What follows belongs to an exercise in optimizing a design on an open flow for small area, a short achievable clock period and few clock cycles; a production flow would make more cautious choices. In this exercise RTL edits were held to simulation tests only and were not proved equivalent to the original. Power is estimated from default activity; no workload was simulated.

==> flow/design.v (excerpt) <==
module hsid_main #(
    parameter WORD_WIDTH = 32,
    parameter DATA_WIDTH = 16,
    parameter DATA_WIDTH_MUL = 32,
    parameter DATA_WIDTH_ACC = 40,
    parameter BUFFER_WIDTH = 2,
    parameter HSP_BANDS_WIDTH = 7,
    parameter HSP_LIBRARY_WIDTH = 6
  ) (
    input logic clk,
    input logic rst_n,
    input logic clear,
    input logic band_data_in_valid,
    input logic [WORD_WIDTH-1:0] band_data_in,
    input logic [HSP_LIBRARY_WIDTH-1:0] hsp_library_size_in,
    input logic [HSP_BANDS_WIDTH-1:0] hsp_bands_in,
    output logic [HSP_LIBRARY_WIDTH-1:0] mse_min_ref,
    output logic [HSP_LIBRARY_WIDTH-1:0] mse_max_ref,
    output logic [WORD_WIDTH-1:0] mse_min_value,
    output logic [WORD_WIDTH-1:0] mse_max_value,
    input logic start,
    output logic done,
    output logic idle,
    output logic ready,
    output logic error,
    output logic cancelled
  );
Size in the first run: ~5100 cells after synthesis, ~130 I/O pins.
export LEC_CHECK = 0
export ABC_CLOCK_PERIOD_IN_PS = 5000
export CAP_MARGIN = 20
export CORE_MARGIN = 2
export CORE_UTILIZATION = 70
export CTS_CLUSTER_DIAMETER = 100
export CTS_CLUSTER_SIZE = 30
export SLEW_MARGIN = 20
create_clock -name core_clock -period 10.0 [get_ports {clk}]
standard.sh (not shown) runs the stock make flow with config.mk's settings and CLKGATE_MAP_FILE= SYNTH_SCRIPT=/design/flow/synth_recipe.tcl, a recipe that flattens the netlist after the stock synthesis.
==> flow/flow/run.sh <==
#!/bin/bash
# The standard layout, with timing repair aimed at a shorter period than the
# 10 ns constraint (setup margin), faster port buffers and free gate sizing.
# Between synthesis and floorplan, inverters around full adders are reduced
# (flow/bubble.py); the result is checked for equivalence with Yosys and
# dropped if the check fails.
set -o pipefail
ARGS=(SETUP_SLACK_MARGIN=7.0 MATCH_CELL_FOOTPRINT=0 "BUFFER_PORTS_ARGS=-buffer_cell sky130_fd_sc_hd__buf_2")
bash standard.sh "${ARGS[@]}" synth > synth.log 2>&1 || exit 1
R=orfs/results/sky130hd/hsid_main/base
mkdir -p bub
cp $R/1_synth.odb bub/1_synth_std.odb
( cd bub
  ODB_IN=1_synth_std.odb DUMP_OUT=dump.txt openroad -no_init -exit ../flow/dump.tcl > dump.log 2>&1 &&
  python3 ../flow/bubble.py dump.txt edits.tcl > bubble.log 2>&1 &&
  ODB_IN=1_synth_std.odb EDITS=edits.tcl ODB_OUT=1_synth_bub.odb V_OUT=gate_raw.v \
    openroad -no_init -exit ../flow/apply.tcl > apply.log 2>&1 &&
  ODB_IN=1_synth_std.odb openroad -no_init -exit <(echo 'read_db $::env(ODB_IN); write_verilog gold_raw.v') > gold.log 2>&1 &&
  sed 's/^module hsid_main/module gold/' gold_raw.v > gold.v &&
  sed 's/^module hsid_main/module gate/' gate_raw.v > gate.v &&
  timeout 1200 yosys -q ../flow/eq.ys > eq.log 2>&1 && echo EQUIV_OK >> eq.log
) 
if grep -q EQUIV_OK bub/eq.log 2>/dev/null; then
  cp bub/1_synth_bub.odb $R/1_synth.odb
  echo "bubble: applied" > bub/result.log
else
  echo "bubble: not applied" > bub/result.log
fi
touch $R/1_synth.odb; touch $R/1_synth.sdc
bash standard.sh "${ARGS[@]}" finish > flow.log 2>&1
Other scripts of this flow, unchanged in this note and not shown: flow/flow/apply.tcl, flow/flow/bubble.py, flow/flow/dump.tcl, flow/flow/eq.ys
The first run ran to the end with no violations.
Testbench counts at the start, summed over its fixed seeds: cycles 85,157.
Then changed:
--- a/flow/flow/run.sh
+++ b/flow/flow/run.sh
@@ -7,3 +7,3 @@
 set -o pipefail
-ARGS=(SETUP_SLACK_MARGIN=7.0 MATCH_CELL_FOOTPRINT=0 "BUFFER_PORTS_ARGS=-buffer_cell sky130_fd_sc_hd__buf_2")
+ARGS=(SETUP_SLACK_MARGIN=7.3 MATCH_CELL_FOOTPRINT=0 "BUFFER_PORTS_ARGS=-buffer_cell sky130_fd_sc_hd__buf_2")
 bash standard.sh "${ARGS[@]}" synth > synth.log 2>&1 || exit 1
Settings changed: ABC_CLOCK_PERIOD_IN_PS 5000 to 2500.
- combinational power goes up by about 8%
- die area is unchanged
- design area goes up by 2.2%
- critical path depth is unchanged
- non-clock buffer count goes up by 98
- clock power is about the same
- total power goes up by 0.75%
- worst hold slack hardly moves
- synthesized cell count stays the same
Then changed:
--- a/flow/flow/run.sh
+++ b/flow/flow/run.sh
@@ -7,3 +7,3 @@
 set -o pipefail
-ARGS=(SETUP_SLACK_MARGIN=7.3 MATCH_CELL_FOOTPRINT=0 "BUFFER_PORTS_ARGS=-buffer_cell sky130_fd_sc_hd__buf_2")
+ARGS=(SETUP_SLACK_MARGIN=7.0 MATCH_CELL_FOOTPRINT=0 "BUFFER_PORTS_ARGS=-buffer_cell sky130_fd_sc_hd__buf_2")
 bash standard.sh "${ARGS[@]}" synth > synth.log 2>&1 || exit 1
Settings changed: CORE_UTILIZATION 70 to 65.
Power shrinks by 0.41%.
Setup slack loses 23 ps.
Via count went down by 3.0%.
Final area drops by 1.5%.
Sequential share of layout area grows by 0.92 points.
Cell count increases by 0.75%.
Die area is higher by 7.6%.
Then changed:
--- a/flow/flow/run.sh
+++ b/flow/flow/run.sh
@@ -7,3 +7,3 @@
 set -o pipefail
-ARGS=(SETUP_SLACK_MARGIN=7.0 MATCH_CELL_FOOTPRINT=0 "BUFFER_PORTS_ARGS=-buffer_cell sky130_fd_sc_hd__buf_2")
+ARGS=(SETUP_SLACK_MARGIN=6.9 MATCH_CELL_FOOTPRINT=0 "BUFFER_PORTS_ARGS=-buffer_cell sky130_fd_sc_hd__buf_2")
 bash standard.sh "${ARGS[@]}" synth > synth.log 2>&1 || exit 1
Settings changed: CORE_UTILIZATION 65 to 70.
Result:
- worst hold slack got worse by 10 ps
- sequential share of layout area increases by 0.56 points
- cell area goes down slightly
- power decreases slightly
- worst setup slack loses 8.2 ps
- routed wire length increases by a few percent
- sequential cell count stays the same
- clock power goes down slightly
- clock skew hardly moves
- first-iteration DRC count rose by about a fifth

========
hsid_main, a different RTL version from the one above (not shown whole).
Size in the first run: roughly 5400 cells after synthesis, about 2500 flip-flops, roughly 130 I/O pins, ~75000 sq um of cells after synthesis.
==> flow/config.mk <==
export PLATFORM = sky130hd
export DESIGN_NAME = hsid_main
export DESIGN_NICKNAME = hsid_main
export VERILOG_FILES = /design/flow/design.v
export SDC_FILE = /design/flow/constraint.sdc
export NUM_CORES = 4
export LEC_CHECK = 0
export ABC_CLOCK_PERIOD_IN_PS = 2500
export CAP_MARGIN = 20
export CORE_MARGIN = 2
export CORE_UTILIZATION = 60
export CTS_BUF_LIST = sky130_fd_sc_hd__clkbuf_4 sky130_fd_sc_hd__clkbuf_8
export SETUP_SLACK_MARGIN = 5
export SLEW_MARGIN = 20
==> flow/constraint.sdc <==
create_clock -name core_clock -period 10.0 [get_ports {clk}]
set_input_delay 2.0000 -clock core_clock [delete_from_list [all_inputs] [get_ports {clk}]]
set_output_delay 2.0000 -clock core_clock [all_outputs]
set_load 0.01 [all_outputs]
run.sh (not shown) runs the stock make flow with config.mk's settings and CLKGATE_MAP_FILE= SYNTH_SCRIPT=/design/flow/synth_recipe.tcl, a recipe that flattens the netlist after the stock synthesis.
Stock flow here: none of the scripts above is used.
The starting point ran to the end with no violations.
Testbench counts at the start, summed over its fixed seeds: cycles 85,157.
Next try:
==> flow/flow/run.sh (new file) <==
#!/bin/bash
# The standard layout, with timing repair aimed at a shorter period than the
# 10 ns constraint (setup margin), faster port buffers, and free gate sizing.
set -o pipefail
bash standard.sh SETUP_SLACK_MARGIN=6.0 MATCH_CELL_FOOTPRINT=0 \
  "BUFFER_PORTS_ARGS=-buffer_cell sky130_fd_sc_hd__buf_4" finish > flow.log 2>&1
==> flow/standard.sh (new file) <==
#!/bin/bash
# synth_recipe.tcl (not shown) runs the flow's synth.tcl, then flattens the netlist and writes it again
# the make line also repeats each setting of config.mk as NAME=value (left out here)
make -C /OpenROAD-flow-scripts/flow DESIGN_CONFIG=/design/flow/config.mk WORK_HOME=/design/flow/orfs CLKGATE_MAP_FILE= SYNTH_SCRIPT=/design/flow/synth_recipe.tcl "${@:-finish}"
CTS_BUF_LIST = not set   (was sky130_fd_sc_hd__clkbuf_4 sky130_fd_sc_hd__clkbuf_8)
SETUP_SLACK_MARGIN = not set   (was 5)
removed: flow/run.sh
Final cell count drops by a few percent. Setup slack improved by 0.61 ns. Clock-buffer cell count is lower by 280. Sequential share of layout area rose by 0.30 points. Power barely changes. Routed wire length goes down slightly. Sequential power is about the same. Area after synthesis does not change. Design area is lower slightly. Flip-flop and latch count is unchanged. Combinational power drops by a few percent.
Next try:
==> flow/flow/run.sh (replaced) <==
#!/bin/bash
# The standard layout, with timing repair aimed at a shorter period than the
# 10 ns constraint (setup margin), faster port buffers, and free gate sizing.
set -o pipefail
bash standard.sh SETUP_SLACK_MARGIN=6.5 MATCH_CELL_FOOTPRINT=0 \
  "BUFFER_PORTS_ARGS=-buffer_cell sky130_fd_sc_hd__buf_4" finish > flow.log 2>&1
=> The new run finished with timing, DRC and antenna clean; power is higher by 0.57%; design area is higher by 0.74%; setup slack gains 0.013 ns; area after synthesis does not change; via count is higher by 1.1%; non-clock buffer count is higher by 45; die area does not change; utilization is higher by 0.51 points; maximum frequency is higher by 0.34%.

========
job 6296:
hsid_main, a different RTL version from the one above (not shown whole).
Size: roughly 74,000 µm² of cells after synthesis.
clock: 10.0 ns
lec_check: 0
abc_clock_period_in_ps: 2500
cap_margin: 20
core_margin: 2
core_utilization: 60
cts_cluster_diameter: 100
cts_cluster_size: 30
slew_margin: 20
standard.sh (not shown) runs the stock make flow with config.mk's settings and CLKGATE_MAP_FILE= SYNTH_SCRIPT=/design/flow/synth_recipe.tcl, a recipe that flattens the netlist after the stock synthesis.
==> flow/flow/run.sh <==
#!/bin/bash
# The standard layout, with timing repair aimed at a shorter period than the
# 10 ns constraint (setup margin), faster port buffers, and free gate sizing.
set -o pipefail
bash standard.sh SETUP_SLACK_MARGIN=6.6 MATCH_CELL_FOOTPRINT=0 \
  "BUFFER_PORTS_ARGS=-buffer_cell sky130_fd_sc_hd__buf_4" finish > flow.log 2>&1
Job 6296: done, clean on timing, DRC and antenna
Testbench counts of job 6296, summed over its fixed seeds: cycles 85,157.
## Diff of input files: job 119 against job 6296
# job 6296
export LEC_CHECK = 0
export ABC_CLOCK_PERIOD_IN_PS = 2500
export CAP_MARGIN = 20
export CORE_MARGIN = 2
export CORE_UTILIZATION = 60
export CTS_CLUSTER_DIAMETER = 100
export CTS_CLUSTER_SIZE = 30
export SLEW_MARGIN = 20
create_clock -name core_clock -period 10.0 [get_ports {clk}]
# job 119
export LEC_CHECK = 0
export ABC_CLOCK_PERIOD_IN_PS = 2500
export CAP_MARGIN = 20
export CORE_MARGIN = 2
export CORE_UTILIZATION = 60
export SLEW_MARGIN = 20
create_clock -name core_clock -period 10.0 [get_ports {clk}]
Notes after the runs:
Job 119 reached the final stage; the timing, design-rule and antenna checks on its layout passed. Setup slack delta (job 119 − job 6296): unfavourable. Job 119 ends up with higher clock tree buffer count of the final layout than job 6296 does. Post-route total power ends up lower on job 6296. Taking job 6296 as the reference, in job 119 number of gates resized after cts rose about 50%; relative area change from synthesis to final layout rose 7.1 points.

========
== ember ==
hsid_main with an RTL version that a note above also has.
For scale: roughly 5100 cells after synthesis, roughly 130 I/O pins.
clock: 10.0 ns
lec_check: 0
abc_clock_period_in_ps: 3500
cap_margin: 20
core_margin: 2
core_utilization: 70
cts_cluster_diameter: 100
cts_cluster_size: 30
slew_margin: 20
==> flow/flow/run.sh <==
#!/bin/bash
# The standard layout, with timing repair aimed at a shorter period than the
# 10 ns constraint (setup margin), faster port buffers and free gate sizing.
# Between synthesis and floorplan, inverters around full adders are reduced
# (flow/bubble.py); the result is checked for equivalence with Yosys and
# dropped if the check fails.
set -o pipefail
ARGS=(SETUP_SLACK_MARGIN=7.0 MATCH_CELL_FOOTPRINT=0 "BUFFER_PORTS_ARGS=-buffer_cell sky130_fd_sc_hd__buf_2")
bash standard.sh "${ARGS[@]}" synth > synth.log 2>&1 || exit 1
R=orfs/results/sky130hd/hsid_main/base
mkdir -p bub
cp $R/1_synth.odb bub/1_synth_std.odb
( cd bub
  ODB_IN=1_synth_std.odb DUMP_OUT=dump.txt openroad -no_init -exit ../flow/dump.tcl > dump.log 2>&1 &&
  python3 ../flow/bubble.py dump.txt edits.tcl > bubble.log 2>&1 &&
  ODB_IN=1_synth_std.odb EDITS=edits.tcl ODB_OUT=1_synth_bub.odb V_OUT=gate_raw.v \
    openroad -no_init -exit ../flow/apply.tcl > apply.log 2>&1 &&
  ODB_IN=1_synth_std.odb openroad -no_init -exit <(echo 'read_db $::env(ODB_IN); write_verilog gold_raw.v') > gold.log 2>&1 &&
  sed 's/^module hsid_main/module gold/' gold_raw.v > gold.v &&
  sed 's/^module hsid_main/module gate/' gate_raw.v > gate.v &&
  timeout 1200 yosys -q ../flow/eq.ys > eq.log 2>&1 && echo EQUIV_OK >> eq.log
) 
if grep -q EQUIV_OK bub/eq.log 2>/dev/null; then
  cp bub/1_synth_bub.odb $R/1_synth.odb
  echo "bubble: applied" > bub/result.log
else
  echo "bubble: not applied" > bub/result.log
fi
touch $R/1_synth.odb; touch $R/1_synth.sdc
bash standard.sh "${ARGS[@]}" finish > flow.log 2>&1
Other scripts of this flow, unchanged in this note and not shown: flow/flow/apply.tcl, flow/flow/bubble.py, flow/flow/dump.tcl, flow/flow/eq.ys
Testbench counts of ember, summed over its fixed seeds: cycles 85,157.
## Diff of input files: xenon against ember
- a change of ABC_CLOCK_PERIOD_IN_PS from 3500 to 2500
diff --git a/flow/flow/run.sh b/flow/flow/run.sh
--- a/flow/flow/run.sh
+++ b/flow/flow/run.sh
@@ -8 +8 @@
-ARGS=(SETUP_SLACK_MARGIN=7.0 MATCH_CELL_FOOTPRINT=0 "BUFFER_PORTS_ARGS=-buffer_cell sky130_fd_sc_hd__buf_2")
+ARGS=(SETUP_SLACK_MARGIN=6.8 MATCH_CELL_FOOTPRINT=0 "BUFFER_PORTS_ARGS=-buffer_cell sky130_fd_sc_hd__buf_2")
### Flow results
xenon ends up with a clock tree skew after final layout that is 0.011 ns higher than in ember. Comparing xenon with ember, the filler cell count came out essentially unchanged. ~same post-route cell area in xenon and ember. Register share of total power: xenon vs ember — no meaningful difference. In the flow results for xenon and ember, the wire length of the first global-routing pass is larger on ember. For clock network power consumption, xenon and ember come out practically identical. xenon — met2 track utilization from global routing 0.94 points lower, ember as reference. xenon against ember: sequential share of layout area now sits at about the same level; share of the clock period used by the worst path after layout now sits higher; count of clock-net buffers in the final layout now sits higher.

========
job 101:
Starting RTL as in the previous note.
export LEC_CHECK = 0
export ABC_CLOCK_PERIOD_IN_PS = 2500
export CAP_MARGIN = 20
export CORE_MARGIN = 2
export CORE_UTILIZATION = 70
export CTS_CLUSTER_DIAMETER = 100
export CTS_CLUSTER_SIZE = 30
export SLEW_MARGIN = 20
create_clock -name core_clock -period 10.0 [get_ports {clk}]
==> flow/flow/run.sh <==
#!/bin/bash
# The standard layout, with timing repair aimed at a shorter period than the
# 10 ns constraint (setup margin), faster port buffers, and free gate sizing.
set -o pipefail
bash standard.sh SETUP_SLACK_MARGIN=6.8 MATCH_CELL_FOOTPRINT=0 \
  "BUFFER_PORTS_ARGS=-buffer_cell sky130_fd_sc_hd__buf_2" finish > flow.log 2>&1
Testbench counts of job 101, summed over its fixed seeds: cycles 85,157.
--- input diff job 101..job 102 ---
# job 101
export LEC_CHECK = 0
export ABC_CLOCK_PERIOD_IN_PS = 2500
export CAP_MARGIN = 20
export CORE_MARGIN = 2
export CORE_UTILIZATION = 70
export CTS_CLUSTER_DIAMETER = 100
export CTS_CLUSTER_SIZE = 30
export SLEW_MARGIN = 20
create_clock -name core_clock -period 10.0 [get_ports {clk}]
# job 102
export LEC_CHECK = 0
export ABC_CLOCK_PERIOD_IN_PS = 2500
export CAP_MARGIN = 20
export CORE_MARGIN = 2
export CORE_UTILIZATION = 60
export CTS_CLUSTER_DIAMETER = 100
export CTS_CLUSTER_SIZE = 24
export SLEW_MARGIN = 20
create_clock -name core_clock -period 10.0 [get_ports {clk}]
diff --git a/flow/flow/run.sh b/flow/flow/run.sh
--- a/flow/flow/run.sh
+++ b/flow/flow/run.sh
@@ -4,3 +4,3 @@
 set -o pipefail
 bash standard.sh SETUP_SLACK_MARGIN=6.8 MATCH_CELL_FOOTPRINT=0 \
-  "BUFFER_PORTS_ARGS=-buffer_cell sky130_fd_sc_hd__buf_2" finish > flow.log 2>&1
+  "BUFFER_PORTS_ARGS=-buffer_cell sky130_fd_sc_hd__buf_4" finish > flow.log 2>&1
==> results.txt <==
Worst setup slack: job 102 worse than job 101
Going from job 101 to job 102, the post-synthesis to final-layout area growth was found to have gone up by 2.0 points.
Taking job 101 as the reference, in job 102 clock group share of total power has increased; number of cells upsized or downsized after cts went up; power per cell area went up; layout clock buffer count shows an increase of 26.
Via count of the first global-routing pass in job 102 vs job 101: down 812
[inputs] job 103 vs job 102
# job 102
export LEC_CHECK = 0
export ABC_CLOCK_PERIOD_IN_PS = 2500
export CAP_MARGIN = 20
export CORE_MARGIN = 2
export CORE_UTILIZATION = 60
export CTS_CLUSTER_DIAMETER = 100
export CTS_CLUSTER_SIZE = 24
export SLEW_MARGIN = 20
create_clock -name core_clock -period 10.0 [get_ports {clk}]
# job 103
export LEC_CHECK = 0
export ABC_AREA = 1
export ABC_CLOCK_PERIOD_IN_PS = 2500
export CAP_MARGIN = 20
export CORE_MARGIN = 2
export CORE_UTILIZATION = 60
export CTS_CLUSTER_DIAMETER = 100
export CTS_CLUSTER_SIZE = 30
export SLEW_MARGIN = 20
create_clock -name core_clock -period 10.0 [get_ports {clk}]
diff --git a/flow/flow/run.sh b/flow/flow/run.sh
--- a/flow/flow/run.sh
+++ b/flow/flow/run.sh
@@ -4,3 +4,3 @@
 set -o pipefail
 bash standard.sh SETUP_SLACK_MARGIN=6.8 MATCH_CELL_FOOTPRINT=0 \
-  "BUFFER_PORTS_ARGS=-buffer_cell sky130_fd_sc_hd__buf_4" finish > flow.log 2>&1
+  "BUFFER_PORTS_ARGS=-buffer_cell sky130_fd_sc_hd__buf_2" finish > flow.log 2>&1
[summary]
Job 103 — number of antenna violations at the first check in global routing 1 lower, job 102 as reference. Going from job 102 to job 103, area after synthesis increased 1.5%, overall power increased 4700 uW, combinational power share increased 4.2 points. Between job 102 and job 103, number of resized instances in the post-cts repair step decreased. Diff job 102 -> job 103: critical path depth moved down, total length of routed wires moved up. The post-route standard cell area excluding fillers of job 103 is lower than that of job 102. The minimum hold slack on job 103 is in line with that on job 102. Job 103 ends up with a share of synthesized area spent on multiplexers that is 2.9 points lower than in job 102. Highest routing layer actually used = met5: job 102; highest routing layer actually used = met4: job 103.
### job 103 -> job 104
# job 103
export LEC_CHECK = 0
export ABC_AREA = 1
export ABC_CLOCK_PERIOD_IN_PS = 2500
export CAP_MARGIN = 20
export CORE_MARGIN = 2
export CORE_UTILIZATION = 60
export CTS_CLUSTER_DIAMETER = 100
export CTS_CLUSTER_SIZE = 30
export SLEW_MARGIN = 20
create_clock -name core_clock -period 10.0 [get_ports {clk}]
# job 104
export LEC_CHECK = 0
export ABC_CLOCK_PERIOD_IN_PS = 2500
export CAP_MARGIN = 20
export CORE_MARGIN = 2
export CORE_UTILIZATION = 60
export CTS_CLUSTER_DIAMETER = 100
export CTS_CLUSTER_SIZE = 30
export SLEW_MARGIN = 20
create_clock -name core_clock -period 10.0 [get_ports {clk}]
Area after synthesis is lower on job 104
Via count delta (job 104 − job 103): favourable
Setup slack delta (job 104 − job 103): favourable
Job 103 → job 104: final critical delay including setup and external delays lost 0.035 ns; worst setup slack for register-to-register paths neither gained nor lost much; synthesized netlist net count lost 1089; die outline area lost 1.5%; number of setup buffers added after CTS picked up an extra 1.

static timing again, ports no longer ideal:
Ports are ideal in the flow. The routed layouts listed here were re-timed in OpenROAD.
Step 1: set_driving_cell puts a clkbuf_16 on clk and a buf_2 on each other input, an assumption about the parent block.
Step 2 moves the port delays by t, midway between the first and last clock arrival at a register: inputs arrive t later, outputs are due t later. That takes back most of the time a late clock gives input paths.
a / b / c = ideal / step 1 / step 2; a / b = the first two.
| run | t (ns) | setup WS [ns] | worst register clock-pin slew, ns |
|---|---|---|---|
| the first run of note 1 | 0.777 | 6.648 / 6.575 / 6.477 | 0.12 / 0.12 |
| the second run of note 1 | 0.772 | 6.655 / 6.582 / 6.632 | 0.12 / 0.12 |
| the third run of note 1 | 0.786 | 6.632 / 6.556 / 6.388 | 0.12 / 0.12 |
| the fourth run of note 1 | 0.779 | 6.623 / 6.548 / 6.344 | 0.12 / 0.12 |
| the first run of note 2 | 1.002 | 5.460 / 5.460 / 5.289 | 0.07 / 0.07 |
| the second run of note 2 | 0.854 | 6.074 / 6.074 / 5.602 | 0.07 / 0.07 |
| the third run of note 2 | 0.869 | 6.087 / 6.087 / 5.838 | 0.07 / 0.07 |
| job 6296 | 0.798 | 6.556 / 6.482 / 6.354 | 0.12 / 0.12 |
| job 119 | 0.864 | 6.485 / 6.410 / 6.359 | 0.07 / 0.07 |
| ember | 0.777 | 6.648 / 6.575 / 6.477 | 0.12 / 0.12 |
| xenon | 0.778 | 6.626 / 6.550 / 6.339 | 0.12 / 0.12 |
| job 101 | 0.771 | 6.635 / 6.564 / 6.361 | 0.12 / 0.12 |
| job 102 | 0.808 | 6.608 / 6.532 / 6.330 | 0.10 / 0.10 |
| job 103 | 0.795 | 6.582 / 6.512 / 6.371 | 0.11 / 0.11 |
| job 104 | 0.793 | 6.617 / 6.544 / 6.167 | 0.12 / 0.12 |
After both steps setup and hold are still met in every run listed. The setup slack of the second run of note 2, which loses most, moves by 0.000 ns with the drivers and by -0.472 ns with both steps.
